This design comes from an exercise in tuning for small area and a short achievable clock period on the open sky130 flow, not from production work.
RTL that was checked went through simulation tests only; none was proved equivalent to the original.
Power figures rest on the tool's default switching activity, not on a simulated workload.

Design mac, start of the top module:
module mac(
     input [11:0] Ain,
     input [11:0] Bin,
     input clk,reset,
     output [24:0] Mac_out
);
    reg [24:0] acc_s;
    reg [24:4] acc_c;
    wire pp0_0 = ~(Ain[0] & Bin[0]);
    wire pp0_1 = ~(Ain[0] & Bin[1]);
    wire pp0_2 = ~(Ain[0] & Bin[2]);
    wire pp0_3 = ~(Ain[0] & Bin[3]);
    wire pp0_4 = ~(Ain[0] & Bin[4]);
    wire pp0_5 = ~(Ain[0] & Bin[5]);
    wire pp0_6 = ~(Ain[0] & Bin[6]);
    wire pp0_7 = ~(Ain[0] & Bin[7]);
    wire pp0_8 = ~(Ain[0] & Bin[8]);
    wire pp0_9 = ~(Ain[0] & Bin[9]);
    wire pp0_10 = ~(Ain[0] & Bin[10]);
    wire pp0_11 = ~(Ain[0] & Bin[11]);
    wire pp1_0 = ~(Ain[1] & Bin[0]);
    wire pp1_1 = ~(Ain[1] & Bin[1]);
    wire pp1_2 = ~(Ain[1] & Bin[2]);
    wire pp1_3 = ~(Ain[1] & Bin[3]);
    wire pp1_4 = ~(Ain[1] & Bin[4]);
    wire pp1_5 = ~(Ain[1] & Bin[5]);
    wire pp1_6 = ~(Ain[1] & Bin[6]);
    wire pp1_7 = ~(Ain[1] & Bin[7]);
    wire pp1_8 = ~(Ain[1] & Bin[8]);
    wire pp1_9 = ~(Ain[1] & Bin[9]);
    wire pp1_10 = ~(Ain[1] & Bin[10]);
    wire pp1_11 = ~(Ain[1] & Bin[11]);
    wire pp2_0 = ~(Ain[2] & Bin[0]);
    wire pp2_1 = ~(Ain[2] & Bin[1]);
    wire pp2_2 = ~(Ain[2] & Bin[2]);
    wire pp2_3 = ~(Ain[2] & Bin[3]);
    wire pp2_4 = ~(Ain[2] & Bin[4]);
    wire pp2_5 = ~(Ain[2] & Bin[5]);
    wire pp2_6 = ~(Ain[2] & Bin[6]);
    wire pp2_7 = ~(Ain[2] & Bin[7]);
    wire pp2_8 = ~(Ain[2] & Bin[8]);
    wire pp2_9 = ~(Ain[2] & Bin[9]);
    wire pp2_10 = ~(Ain[2] & Bin[10]);
    wire pp2_11 = ~(Ain[2] & Bin[11]);
    wire pp3_0 = ~(Ain[3] & Bin[0]);
    wire pp3_1 = ~(Ain[3] & Bin[1]);
    wire pp3_2 = ~(Ain[3] & Bin[2]);
    wire pp3_3 = ~(Ain[3] & Bin[3]);
    wire pp3_4 = ~(Ain[3] & Bin[4]);
    wire pp3_5 = ~(Ain[3] & Bin[5]);
    wire pp3_6 = ~(Ain[3] & Bin[6]);
    wire pp3_7 = ~(Ain[3] & Bin[7]);
    wire pp3_8 = ~(Ain[3] & Bin[8]);
    wire pp3_9 = ~(Ain[3] & Bin[9]);
  ...
For scale: roughly 40 flip-flops, about 51 I/O pins, ~0.0057 mm2 of cells after synthesis.
Settings: LEC_CHECK=0, CAP_MARGIN=20, CORE_MARGIN=2, CORE_UTILIZATION=60, CTS_BUF_LIST=sky130_fd_sc_hd__clkbuf_4 sky130_fd_sc_hd__clkbuf_8, SLEW_MARGIN=20, SYNTH_HIERARCHICAL=1; clock period 12.5 ns.
standard.sh (not shown) runs the stock make flow with config.mk's settings and CLKGATE_MAP_FILE= SYNTH_SCRIPT=/design/flow/synth_recipe.tcl, a recipe that flattens the netlist after the stock synthesis.
==> flow/flow/run.sh <==
#!/bin/bash
# The standard layout (the standard.sh, standard synthesis unchanged), with
# two options: the port buffers are buf_1 cells, and the setup repair aims at
# a slack margin of 7.1 ns.  ORFS keeps each step's log in orfs/logs; the make
# output goes to standard.log.
set -o pipefail
bash standard.sh BUFFER_PORTS_ARGS="-buffer_cell sky130_fd_sc_hd__buf_1" SETUP_SLACK_MARGIN=7.1 finish > standard.log 2>&1
==> next run, changes <==
==> flow/flow/run.sh (replaced) <==
#!/bin/bash
# The standard layout (the standard.sh, standard synthesis unchanged), with
# two options: the port buffers are buf_2 cells, and the setup repair aims at
# a slack margin of 7.5 ns.  ORFS keeps each step's log in orfs/logs; the make
# output goes to standard.log.
set -o pipefail
bash standard.sh BUFFER_PORTS_ARGS="-buffer_cell sky130_fd_sc_hd__buf_2" SETUP_SLACK_MARGIN=7.5 finish > standard.log 2>&1
Result: Total power came out higher by 6.2%. Non-clock buffer count came out higher by 1. Cell area came out higher by 8.0%. Worst setup slack improved by 0.33 ns. Register-to-register slack improved by 0.10 ns. Routed wire length came out higher by 0.70%. Fmax came out higher by about 6.6%. Clock skew barely changes. Final cell count barely changes.
==> next run, changes <==
==> flow/flow/run.sh (replaced) <==
#!/bin/bash
# The standard layout (the standard.sh, standard synthesis unchanged), with
# two options: the port buffers are buf_2 cells, and the setup repair aims at
# a slack margin of 7.0 ns.  ORFS keeps each step's log in orfs/logs; the make
# output goes to standard.log.
set -o pipefail
bash standard.sh BUFFER_PORTS_ARGS="-buffer_cell sky130_fd_sc_hd__buf_2" SETUP_SLACK_MARGIN=7.0 finish > standard.log 2>&1
The changed run finished with timing, DRC and antenna clean.
Global-route usage went down by 1.3 points.
Die area stays the same.
First-iteration DRC count climbs by about 24%.
Clock power hardly moves.
Power is lower by 6.4%.
Core utilization shrinks by 5.0 points.
Sequential cell count does not change.
==> next run, changes <==
==> flow/flow/run.sh (replaced) <==
#!/bin/bash
# The standard layout (the standard.sh, standard synthesis unchanged), with
# two options: the port buffers are buf_2 cells, and the setup repair aims at
# a slack margin of 7.25 ns.  ORFS keeps each step's log in orfs/logs; the make
# output goes to standard.log.
set -o pipefail
bash standard.sh BUFFER_PORTS_ARGS="-buffer_cell sky130_fd_sc_hd__buf_2" SETUP_SLACK_MARGIN=7.25 finish > standard.log 2>&1
CTS_CLUSTER_DIAMETER = 200   (was unset)
CTS_CLUSTER_SIZE = 40   (was unset)
=> The changed run finished clean; clock power falls by 24%; total power falls by 1.9%; cell count is about the same; register-to-register slack improves by 0.08 ns; die area does not change; via count stays the same; design area falls by 0.31%.

---

Setup of the baseline:
mac, a different RTL version from the one above (not shown whole).
Size in the first run: roughly 620 cells after synthesis, about 46 flip-flops, roughly 6000 µm² of cells after synthesis.
Settings: LEC_CHECK=0, CAP_MARGIN=20, CORE_MARGIN=2, CORE_UTILIZATION=40, SLEW_MARGIN=20, SYNTH_HIERARCHICAL=1; clock period 12.5 ns.
==> flow/flow/run.sh <==
#!/bin/bash
# The standard layout (the standard.sh, standard synthesis unchanged), with
# two options: the port buffers are buf_2 cells, and the setup repair aims at
# a slack margin of 7.5 ns.  ORFS keeps each step's log in orfs/logs; the make
# output goes to standard.log.
set -o pipefail
bash standard.sh BUFFER_PORTS_ARGS="-buffer_cell sky130_fd_sc_hd__buf_2" SETUP_SLACK_MARGIN=7.5 finish > standard.log 2>&1
Setup changes, the baseline to the candidate
==> flow/flow/run.sh <==
#!/bin/bash
# The standard layout (the standard.sh, standard synthesis unchanged), with
# two options: the port buffers are buf_2 cells, and the setup repair aims at
# a slack margin of 7.8 ns.  ORFS keeps each step's log in orfs/logs; the make
# output goes to standard.log.
set -o pipefail
bash standard.sh BUFFER_PORTS_ARGS="-buffer_cell sky130_fd_sc_hd__buf_2" SETUP_SLACK_MARGIN=7.8 finish > standard.log 2>&1
Notes after the runs:
- Compared with the baseline, the candidate shows a final area that is 11% higher.
- Diff the baseline -> the candidate | net switching power | up by a few percent
- Signed area change from the synthesized netlist to the final layout (higher): the candidate
- Between the baseline and the candidate, the difference in portion of total power attributed to the clock network is negligible.
- As far as number of flip-flops and latches is concerned, the baseline and the candidate perform about the same.
- Power share of the combinational group (the candidate over the baseline): increase, 0.4 points
- Relative to the baseline, the candidate degrades routed wire length.
- When the candidate is measured against the baseline, its first-pass GRT wire length turns out about 4% higher.
- Overall power after layout (the candidate vs. the baseline) increases by a little under 10%
- The candidate packs its core more tightly than the baseline.
Function was not checked in any run of this note: the RTL went through the layout flow alone.

[afterwards: timing with drivers on the ports]
Ports are ideal in the flow. The routed layouts listed here were re-timed in OpenROAD.
Step 1: set_driving_cell puts a clkbuf_16 on clk and a buf_2 on each other input, an assumption about the parent block.
Step 2 times the ports against the registers' clock, not the clock port: input delays grow and output delays shrink by t, the midpoint of the rising clock arrivals with the driver on.
Slacks: ideal ports / drivers / drivers and shift; pairs: ideal ports / drivers.
run | t (ns) | setup WS [ns] | worst register clock-pin slew, ns
the first run of note 1 | 0.332 | 7.229 / 7.240 / 6.908 | 0.09 / 0.09
the second run of note 1 | 0.333 | 7.554 / 7.525 / 7.192 | 0.09 / 0.09
the third run of note 1 | 0.334 | 7.290 / 7.300 / 6.966 | 0.09 / 0.09
the fourth run of note 1 | 0.334 | 7.322 / 7.336 / 7.002 | 0.09 / 0.09
the baseline | 0.346 | 7.550 / 7.520 / 7.184 | 0.07 / 0.07
the candidate | 0.327 | 7.566 / 7.541 / 7.214 | 0.07 / 0.07
After both steps every run listed still meets setup and hold. The setup slack of the baseline, which loses most, moves by -0.030 ns with the drivers and by -0.366 ns with both steps.
